This design comes from an exercise in tuning for small area, a short achievable clock period and few clock cycles on the open sky130 flow, not from production work.
Only simulation tests tie the RTL to the original design; equivalence was not proved.
Power and IR drop assume default switching activity.

==> flow/design.v <==
module proc (
   imem_addr, dmem_addr, dmem_wdata, dmem_we, halted,
   clk, rst, imem_data, dmem_rdata
   );
   input clk;
   input rst;
   input [15:0] imem_data;
   input [15:0] dmem_rdata;
   output [15:0] imem_addr;
   output [15:0] dmem_addr;
   output [15:0] dmem_wdata;
   output dmem_we;
   output halted;
   reg [15:0] ir;       
   reg        v;        
   reg        hf;       
   reg [15:0] pcn;      
   reg [15:0] ra;       
   reg [15:0] rb;       
   reg [15:0] rw;       
   reg        sub;      
   reg [15:0] r0, r1, r2, r3, r4, r5, r6, r7;
   wire [4:0] op = ir[15:11];
   wire [2:0] rs = ir[10:8];
   wire [2:0] rt = ir[7:5];
   wire [2:0] rd = ir[4:2];
   wire is_halt  = (op == 5'b00000);
   wire is_j     = (op[4:2] == 3'b001);                    
   wire is_link  = (op[4:1] == 4'b0011);                   
   wire is_br    = (op[4:2] == 3'b011);
   wire is_alui  = (op[4:2] == 3'b010);                    
   wire is_shi   = (op[4:2] == 3'b101);                    
   wire is_st    = (op == 5'b10000);
   wire is_ld    = (op == 5'b10001);
   wire is_slbi  = (op == 5'b10010);
   wire is_stu   = (op == 5'b10011);
   wire is_lbi   = (op == 5'b11000);
   wire is_btr   = (op == 5'b11001);
   wire is_shr   = (op == 5'b11010);
   wire is_arr   = (op == 5'b11011);
   wire is_set   = (op[4:2] == 3'b111);
   wire [16:0] s17 = {1'b0, ra} + {1'b0, rb};
   wire [15:0] sum = s17[15:0];
   wire cout = s17[16];
   wire [15:0] p = ra ^ rb;
   wire eq = &p;                                           
   wire le = (ra[15] ^ rb[15]) ? sum[15] : ra[15];         
   reg set_r;
   always @(*) begin
      case (op[1:0])
        2'b00: set_r = eq;
        2'b01: set_r = le & ~eq;
        2'b10: set_r = le;
        default: set_r = cout;
      endcase
   end
   wire [1:0] shop = is_shi ? op[1:0] : ir[1:0];          
   wire [3:0] amt  = rb[3:0];
   wire left = ~shop[1];
   wire [15:0] arev;
   genvar gi;
   generate for (gi = 0; gi < 16; gi = gi + 1) begin : g_rev
      assign arev[gi] = ra[15 - gi];
   end endgenerate
   wire [15:0] sx = left ? arev : ra;
   wire [15:0] s1 = amt[0] ? {sx[0], sx[15:1]} : sx;
   wire [15:0] s2 = amt[1] ? {s1[1:0], s1[15:2]} : s1;
   wire [15:0] s3 = amt[2] ? {s2[3:0], s2[15:4]} : s2;
   wire [15:0] s4 = amt[3] ? {s3[7:0], s3[15:8]} : s3;
   wire [15:0] mask = 16'hFFFF >> amt;
   wire [15:0] sm = shop[0] ? (s4 & mask) : s4;
   wire [15:0] smrev;
   generate for (gi = 0; gi < 16; gi = gi + 1) begin : g_rev2
      assign smrev[gi] = sm[15 - gi];
   end endgenerate
   wire [15:0] shift_r = left ? smrev : sm;
   wire lxor = is_alui ? ~op[0] : ~ir[0];
   wire [15:0] logic_r = lxor ? p : (p & ra);
   wire sel_sum = (is_alui & ~op[1]) | is_stu | (is_arr & ~ir[1]);
   wire sel_log = (is_alui & op[1]) | (is_arr & ir[1]);
   wire sel_sh  = is_shi | is_shr;
   wire [15:0] wdata = ({16{sel_sum}} & (sum ^ {16{sub}}))
                     | ({16{sel_log}} & logic_r)
                     | ({16{sel_sh}}  & shift_r)
                     | {15'h0000, is_set & set_r}
                     | ({16{is_btr}}  & arev)
                     | ({16{is_slbi}} & {ra[7:0], ir[7:0]})
                     | ({16{is_lbi}}  & {{8{ir[7]}}, ir[7:0]})
                     | ({16{is_ld}}   & dmem_rdata)
                     | ({16{is_link}} & pcn);
   wire act = v & ~hf;
   wire wen = act & (is_alui | is_shi | is_ld | is_slbi | is_stu | op[4:3] == 2'b11 | is_link);
   reg [2:0] wsel;
   always @(*) begin
      if (is_link) wsel = 3'd7;
      else if (is_alui | is_shi | is_ld) wsel = rt;
      else if (is_stu | is_slbi | is_lbi) wsel = rs;
      else wsel = rd;
   end
   wire [15:0] wd = rst ? 16'h0000 : wdata;
   wire [7:0] wdec = 8'b1 << wsel;
   wire [7:0] we = {8{rst}} | ({8{wen}} & wdec);
   always @(posedge clk) begin
      if (we[0]) r0 <= wd;
      if (we[1]) r1 <= wd;
      if (we[2]) r2 <= wd;
      if (we[3]) r3 <= wd;
      if (we[4]) r4 <= wd;
      if (we[5]) r5 <= wd;
      if (we[6]) r6 <= wd;
      if (we[7]) r7 <= wd;
   end
   assign dmem_addr  = sum;
   assign dmem_wdata = rw;
   assign dmem_we    = act & (is_st | is_stu);
   wire wz = ~|rw;
   reg bcond;
   always @(*) begin
      case (op[1:0])
        2'b00: bcond = wz;
        2'b01: bcond = ~wz;
        2'b10: bcond = rw[15];
        default: bcond = ~rw[15];
      endcase
   end
   wire take = v & (is_j | (is_br & bcond));
   assign imem_addr = take ? sum : pcn;
   wire [15:0] pcn_next = imem_addr + 16'd2;
   wire [15:0] fi = imem_data;
   wire [4:0] fop = fi[15:11];
   wire f_br  = (fop[4:2] == 3'b011);
   wire f_pc  = f_br | (fop[4:2] == 3'b001 && !fop[0]);    
   wire [2:0] fa = fi[10:8];
   wire [2:0] fb = f_br ? fi[10:8] : fi[7:5];
   wire [7:0] fa1 = 8'b1 << fa;
   wire [7:0] fb1 = 8'b1 << fb;
   wire [15:0] rda = ({16{fa1[0]}} & r0) | ({16{fa1[1]}} & r1) | ({16{fa1[2]}} & r2) | ({16{fa1[3]}} & r3)
                   | ({16{fa1[4]}} & r4) | ({16{fa1[5]}} & r5) | ({16{fa1[6]}} & r6) | ({16{fa1[7]}} & r7);
   wire [15:0] rdb = ({16{fb1[0]}} & r0) | ({16{fb1[1]}} & r1) | ({16{fb1[2]}} & r2) | ({16{fb1[3]}} & r3)
                   | ({16{fb1[4]}} & r4) | ({16{fb1[5]}} & r5) | ({16{fb1[6]}} & r6) | ({16{fb1[7]}} & r7);
   wire fwa = wen & (wsel == fa);
   wire fwb = wen & (wsel == fb);
   wire [15:0] opa = fwa ? wdata : rda;
   wire [15:0] opb = fwb ? wdata : rdb;
   wire f_sub = (fop == 5'b01001) | (fop == 5'b11011 && fi[1:0] == 2'b01)
              | (fop[4:2] == 3'b111 && fop[1:0] != 2'b11);
   reg [15:0] fimm;
   always @(*) begin
      if (fop[4:2] == 3'b001) fimm = fop[0] ? {8'h00, fi[7:0]} : {{5{fi[10]}}, fi[10:0]};
      else if (f_br) fimm = {{8{fi[7]}}, fi[7:0]};
      else fimm = {{11{fi[4]}}, fi[4:0]};
   end
   wire [15:0] fb_val = (fop[4] & fop[3]) ? opb : fimm;
   always @(posedge clk) begin
      ir  <= fi;
      ra  <= f_pc ? pcn_next : opa;
      rb  <= fb_val ^ {16{f_sub}};
      rw  <= opb;
      sub <= f_sub;
   end
   always @(posedge clk) begin
      if (rst) begin
         v   <= 1'b0;
         hf  <= 1'b0;
         pcn <= 16'h0000;
      end else begin
         v   <= 1'b1;
         hf  <= hf | (v & is_halt);
         pcn <= pcn_next;
      end
   end
   assign halted = hf | (v & is_halt);
endmodule
clock: 12.0 ns
lec_check: 0
abc_area: 1
cap_margin: 20
core_margin: 2
core_utilization: 40
place_density: 0.6
slew_margin: 20
standard.sh (not shown) runs the stock make flow with config.mk's settings and CLKGATE_MAP_FILE= SYNTH_SCRIPT=/design/flow/synth_recipe.tcl, a recipe that flattens the netlist after the stock synthesis.
==> flow/flow/run.sh <==
#!/bin/bash
# The standard layout (the standard.sh: standard synthesis, ORFS floorplan to finish)
# with these changes:
#  - repair_timing aims at a larger setup slack (SETUP_SLACK_MARGIN) at the design's
#    unchanged clock period;
#  - every input and output port still gets its own buffer, a plain buf_2 instead of
#    the delay cell (clkdlybuf4s50_1) that buffer_ports picks by default;
#  - clock tree synthesis as ORFS runs it, without dummy loads.
set -euo pipefail
bash standard.sh SETUP_SLACK_MARGIN=7 MATCH_CELL_FOOTPRINT=0 \
  "BUFFER_PORTS_ARGS=-buffer_cell sky130_fd_sc_hd__buf_2" \
  "CTS_ARGS=-sink_clustering_enable -repair_clock_nets -dont_use_dummy_load" \
  finish > flow_make.log 2>&1
The first run passed the timing, design-rule and antenna checks.
Testbench counts at the start, summed over its fixed seeds: cycles 36,069.
Edit:
--- a/flow/flow/run.sh
+++ b/flow/flow/run.sh
@@ -3,4 +3,2 @@
-# with these changes:
-#  - repair_timing aims at a larger setup slack (SETUP_SLACK_MARGIN) at the design's
-#    unchanged clock period;
-#  - every input and output port still gets its own buffer, a plain buf_2 instead of
+# with two choices of cells changed:
+#  - every input and output port still gets its own buffer, but a plain buf_2 instead of
@@ -10 +8 @@
-bash standard.sh SETUP_SLACK_MARGIN=7 MATCH_CELL_FOOTPRINT=0 \
+bash standard.sh \
- SETUP_SLACK_MARGIN: unset -> 5
Result:
- setup slack gets worse by 1.7 ns
- cell area decreases by a few percent
- fmax shrinks by a quarter to a third
- global-route usage goes down by 0.33 points
- clock power came out higher slightly
- sequential share of layout area rises by 2.0 points
Edit:
==> flow/flow/run.sh (replaced) <==
#!/bin/bash
# The standard layout (the standard.sh: standard synthesis, ORFS floorplan to finish)
# with these changes:
#  - ABC maps the logic with flow/abc_area.script (ABC_AREA is 1) instead of ORFS's
#    abc_area.script; ORFS's scripts are copied into the work folder for that, nothing
#    else in them changes, and the registers are those of the standard synthesis;
#  - repair_timing aims at a larger setup slack (SETUP_SLACK_MARGIN) at the design's
#    unchanged clock period;
#  - every input and output port still gets its own buffer, a plain buf_2 instead of
#    the delay cell (clkdlybuf4s50_1) that buffer_ports picks by default;
#  - clock tree synthesis without dummy loads.
set -euo pipefail
rm -rf orfs_scripts
cp -r "$FLOW_HOME/scripts" orfs_scripts
cp flow/abc_area.script orfs_scripts/abc_area.script
bash standard.sh SCRIPTS_DIR="$PWD/orfs_scripts" SETUP_SLACK_MARGIN=7 \
  "BUFFER_PORTS_ARGS=-buffer_cell sky130_fd_sc_hd__buf_2" \
  "CTS_ARGS=-sink_clustering_enable -repair_clock_nets -dont_use_dummy_load " \
  finish > flow_make.log 2>&1
==> flow/flow/abc_area.script (new file) <==
strash
dch
map -D 1800
topo
stime -c
buffer -c
upsize -c
dnsize -c
- SETUP_SLACK_MARGIN: 5 -> unset
Die area is lower by 4.0%.
Clock skew is lower by 0.022 ns.
Synthesized area is lower by 4.1%.
Edit:
==> flow/flow/run.sh (replaced) <==
#!/bin/bash
# The standard layout (the standard.sh: standard synthesis, ORFS floorplan to finish)
# with these changes:
#  - repair_timing aims at a larger setup slack (SETUP_SLACK_MARGIN) at the design's
#    unchanged clock period;
#  - every input and output port still gets its own buffer, a plain buf_2 instead of
#    the delay cell (clkdlybuf4s50_1) that buffer_ports picks by default;
#  - clock tree synthesis as ORFS runs it, without dummy loads.
set -euo pipefail
bash standard.sh SETUP_SLACK_MARGIN=7 \
  "BUFFER_PORTS_ARGS=-buffer_cell sky130_fd_sc_hd__buf_2" \
  "CTS_ARGS=-sink_clustering_enable -repair_clock_nets -dont_use_dummy_load" \
  finish > flow_make.log 2>&1
- CORE_UTILIZATION: 40 -> 50
- PLACE_DENSITY: 0.6 -> 0.7
removed: flow/flow/abc_area.script
Cell count goes up by a few percent.
Final area is higher by a few percent.
Global-route usage grows by 6.1 points.
Non-clock buffer count fell by 13.
Edit:
--- a/flow/flow/run.sh
+++ b/flow/flow/run.sh
@@ -3,4 +3,2 @@
-# with these changes:
-#  - repair_timing aims at a larger setup slack (SETUP_SLACK_MARGIN) at the design's
-#    unchanged clock period;
-#  - every input and output port still gets its own buffer, a plain buf_2 instead of
+# with two choices of cells changed:
+#  - every input and output port still gets its own buffer, but a plain buf_2 instead of
- CORE_UTILIZATION: 50 -> 40
- PLACE_DENSITY: 0.7 -> 0.6
After rerunning:
- The changed run completed without violations
- sequential share of layout area came out higher by 0.22 points
- routed wire length climbs by 2.3%
- total power went down by 0.94%
- clock power is higher by about 2%

RTL: the design.v shown in full above, as it stands there.
==> flow/config.mk <==
export PLATFORM = sky130hd
export DESIGN_NAME = proc
export DESIGN_NICKNAME = proc
export VERILOG_FILES = /design/flow/design.v
export SDC_FILE = /design/flow/constraint.sdc
export NUM_CORES = 4
export LEC_CHECK = 0
export ABC_AREA = 1
export CAP_MARGIN = 20
export CORE_MARGIN = 2
export CORE_UTILIZATION = 40
export PLACE_DENSITY = 0.6
export SLEW_MARGIN = 20
export TNS_END_PERCENT = 0
==> flow/constraint.sdc <==
create_clock -name core_clock -period 12.0 [get_ports {clk}]
set_input_delay 2.4000 -clock core_clock [delete_from_list [all_inputs] [get_ports {clk}]]
set_output_delay 2.4000 -clock core_clock [all_outputs]
set_load 0.01 [all_outputs]
==> flow/flow/run.sh <==
#!/bin/bash
# The standard layout (the standard.sh: standard synthesis, ORFS floorplan to finish)
# with these changes:
#  - ABC maps the logic with flow/abc_area.script (ABC_AREA is 1) instead of ORFS's
#    abc_area.script; ORFS's scripts are copied into the work folder for that, nothing
#    else in them changes, and the registers are those of the standard synthesis;
#  - repair_timing aims at a larger setup slack (SETUP_SLACK_MARGIN) at the design's
#    unchanged clock period;
#  - every input and output port still gets its own buffer, a plain buf_2 instead of
#    the delay cell (clkdlybuf4s50_1) that buffer_ports picks by default;
#  - clock tree synthesis without dummy loads.
set -euo pipefail
rm -rf orfs_scripts
cp -r "$FLOW_HOME/scripts" orfs_scripts
cp flow/abc_area.script orfs_scripts/abc_area.script
bash standard.sh SCRIPTS_DIR="$PWD/orfs_scripts" SETUP_SLACK_MARGIN=7 \
  "BUFFER_PORTS_ARGS=-buffer_cell sky130_fd_sc_hd__buf_2" \
  "CTS_ARGS=-sink_clustering_enable -repair_clock_nets -dont_use_dummy_load " \
  finish > flow_make.log 2>&1
==> flow/flow/abc_area.script <==
strash
dc2
balance
dch
map -B 0.9
topo
stime -c
buffer -c
upsize -c
dnsize -c
The first run finished with timing, DRC and antenna clean.
Testbench counts at the start, summed over its fixed seeds: cycles 36,069.
Then changed:
==> flow/flow/run.sh (replaced) <==
#!/bin/bash
# The standard layout (the standard.sh: standard synthesis, ORFS floorplan to finish)
# with these changes:
#  - repair_timing aims at a larger setup slack (SETUP_SLACK_MARGIN) at the design's
#    unchanged clock period;
#  - every input and output port still gets its own buffer, a plain buf_2 instead of
#    the delay cell (clkdlybuf4s50_1) that buffer_ports picks by default;
#  - clock tree synthesis as ORFS runs it, without dummy loads.
set -euo pipefail
bash standard.sh SETUP_SLACK_MARGIN=7 \
  "BUFFER_PORTS_ARGS=-buffer_cell sky130_fd_sc_hd__buf_2" \
  "CTS_ARGS=-sink_clustering_enable -repair_clock_nets -dont_use_dummy_load" \
  finish > flow_make.log 2>&1
Settings changed: TNS_END_PERCENT 0 to unset.
removed: flow/flow/abc_area.script
=>
- non-clock buffer count rises by 27
- die area climbs by 6.7%
- setup slack gains 0.91 ns
- clock skew grows by 0.018 ns
- combinational power came out higher by 21%
- wire length grows by 14%
Then changed:
--- a/flow/flow/run.sh
+++ b/flow/flow/run.sh
@@ -9,3 +9,3 @@
 set -euo pipefail
-bash standard.sh SETUP_SLACK_MARGIN=7 \
+bash standard.sh SETUP_SLACK_MARGIN=7.5 ADDER_MAP_FILE= \
   "BUFFER_PORTS_ARGS=-buffer_cell sky130_fd_sc_hd__buf_2" \
Settings changed: TNS_END_PERCENT set to 0.
Wire length decreases by 1.5%. Clock power decreases by about 1%. Core utilization decreases by 1.7 points. Fmax increases by 0.51%. Non-clock buffer count decreases by 22. Count of clock-buffer cells in the layout decreases by 1. Design area decreases by 4.3%. Clock skew decreases by 0.033 ns. Sequential power barely changes. Via count hardly moves. Final cell count increases by 0.91%.

Setup of the previous run:
// proc: RTL as listed in full above, without the edits since
Settings: LEC_CHECK=0, ABC_AREA=1, CAP_MARGIN=20, CORE_MARGIN=2, CORE_UTILIZATION=40, PLACE_DENSITY=0.6, SLEW_MARGIN=20, TNS_END_PERCENT=0; clock period 12.0 ns.
==> flow/flow/run.sh <==
#!/bin/bash
# The standard layout (the standard.sh: standard synthesis, ORFS floorplan to finish)
# with these changes:
#  - repair_timing aims at a larger setup slack (SETUP_SLACK_MARGIN) at the design's
#    unchanged clock period;
#  - every input and output port still gets its own buffer, a plain buf_2 instead of
#    the delay cell (clkdlybuf4s50_1) that buffer_ports picks by default;
#  - clock tree synthesis as ORFS runs it, without dummy loads.
set -euo pipefail
bash standard.sh SETUP_SLACK_MARGIN=7 \
  "BUFFER_PORTS_ARGS=-buffer_cell sky130_fd_sc_hd__buf_2" \
  "CTS_ARGS=-sink_clustering_enable -repair_clock_nets -dont_use_dummy_load" \
  finish > flow_make.log 2>&1
Testbench counts of the previous run, summed over its fixed seeds: cycles 36,069.
The following lists how the current run was set up differently from the previous run:
- TNS_END_PERCENT no longer set, was 0
- ABC_AREA no longer set, was 1
-- flow/flow/run.sh --
<<< the previous run, line 10
bash standard.sh SETUP_SLACK_MARGIN=7 \
>>> the current run, line 10
bash standard.sh SETUP_SLACK_MARGIN=7.5 \
Notes after the runs:
The final reports for the current run and the previous run show share of the clock period used by the worst path higher in the former.
Of the two values seen for cell with the largest stage delay on the worst path, or4_1 was produced by the current run and dfxtp_4 by the previous run.
Number of non-filler instances in the completed layout (the previous run / the current run): 1.09
Lower global-route wire length before repair goes to the previous run over the current run.
The leading power group comes out sequential cells in one run and combinational cells in the other, namely in the previous run and the current run respectively.
Relative to the previous run, the met1 wire length of the current run is higher by about 4.3%.
Delta (the current run minus the previous run): die span in y rose by 3.4%, critical path depth fell by 3, maximum single-stage delay on the critical path rose by 0.14 ns, area of all placed cells without fillers rose by about 17%.
Taking the previous run as the reference point, the final worst-path setup slack of the current run falls by 0.28 ns.

==> port drivers added, routing unchanged <==
The results above use ideal ports. As a check the final layouts listed here were re-extracted and re-timed, cells and wires unchanged.
Step 1 sets driving cells, clkbuf_16 on the clock port and buf_2 on the other inputs (assumed; they add their load-dependent delay and slew).
Step 2 moves the port delays by t, midway between the first and last clock arrival at a register: inputs arrive t later, outputs are due t later. That takes back most of the time a late clock gives input paths.
a / b / c = no drivers / after step 1 / after step 2; a / b = the first two.
| run | t, ns | setup WS [ns] | hold WS [ns] | clock arrival spread, ns |
|---|---|---|---|---|
| the first run of note 1 | 0.562 | 6.968 / 6.916 / 6.689 | 0.529 / 0.529 / 0.529 | 0.036 / 0.036 |
| the second run of note 1 | 0.567 | 5.269 / 5.217 / 5.783 | 0.527 / 0.527 / 0.527 | 0.067 / 0.067 |
| the third run of note 1 | 0.551 | 6.721 / 6.674 / 6.615 | 0.486 / 0.486 / 0.486 | 0.046 / 0.045 |
| the fourth run of note 1 | 0.564 | 6.986 / 6.939 / 6.827 | 0.514 / 0.514 / 0.514 | 0.020 / 0.020 |
| the fifth run of note 1 | 0.564 | 6.992 / 6.943 / 6.720 | 0.524 / 0.524 / 0.524 | 0.057 / 0.056 |
| the first run of note 2 | 0.551 | 6.083 / 6.031 / 5.941 | 0.494 / 0.494 / 0.494 | 0.038 / 0.038 |
| the second run of note 2 | 0.564 | 6.992 / 6.943 / 6.720 | 0.524 / 0.524 / 0.524 | 0.057 / 0.056 |
| the third run of note 2 | 0.565 | 7.018 / 6.968 / 6.865 | 0.501 / 0.501 / 0.501 | 0.023 / 0.023 |
| the previous run | 0.566 | 6.970 / 6.920 / 6.753 | 0.517 / 0.517 / 0.517 | 0.073 / 0.073 |
| the current run | 0.541 | 6.687 / 6.637 / 7.031 | 0.567 / 0.567 / 0.567 | 0.022 / 0.022 |
After both steps setup and hold are still met in every run listed. The setup slack of the first run of note 1, which loses most, moves by -0.052 ns with the drivers and by -0.279 ns with both steps.
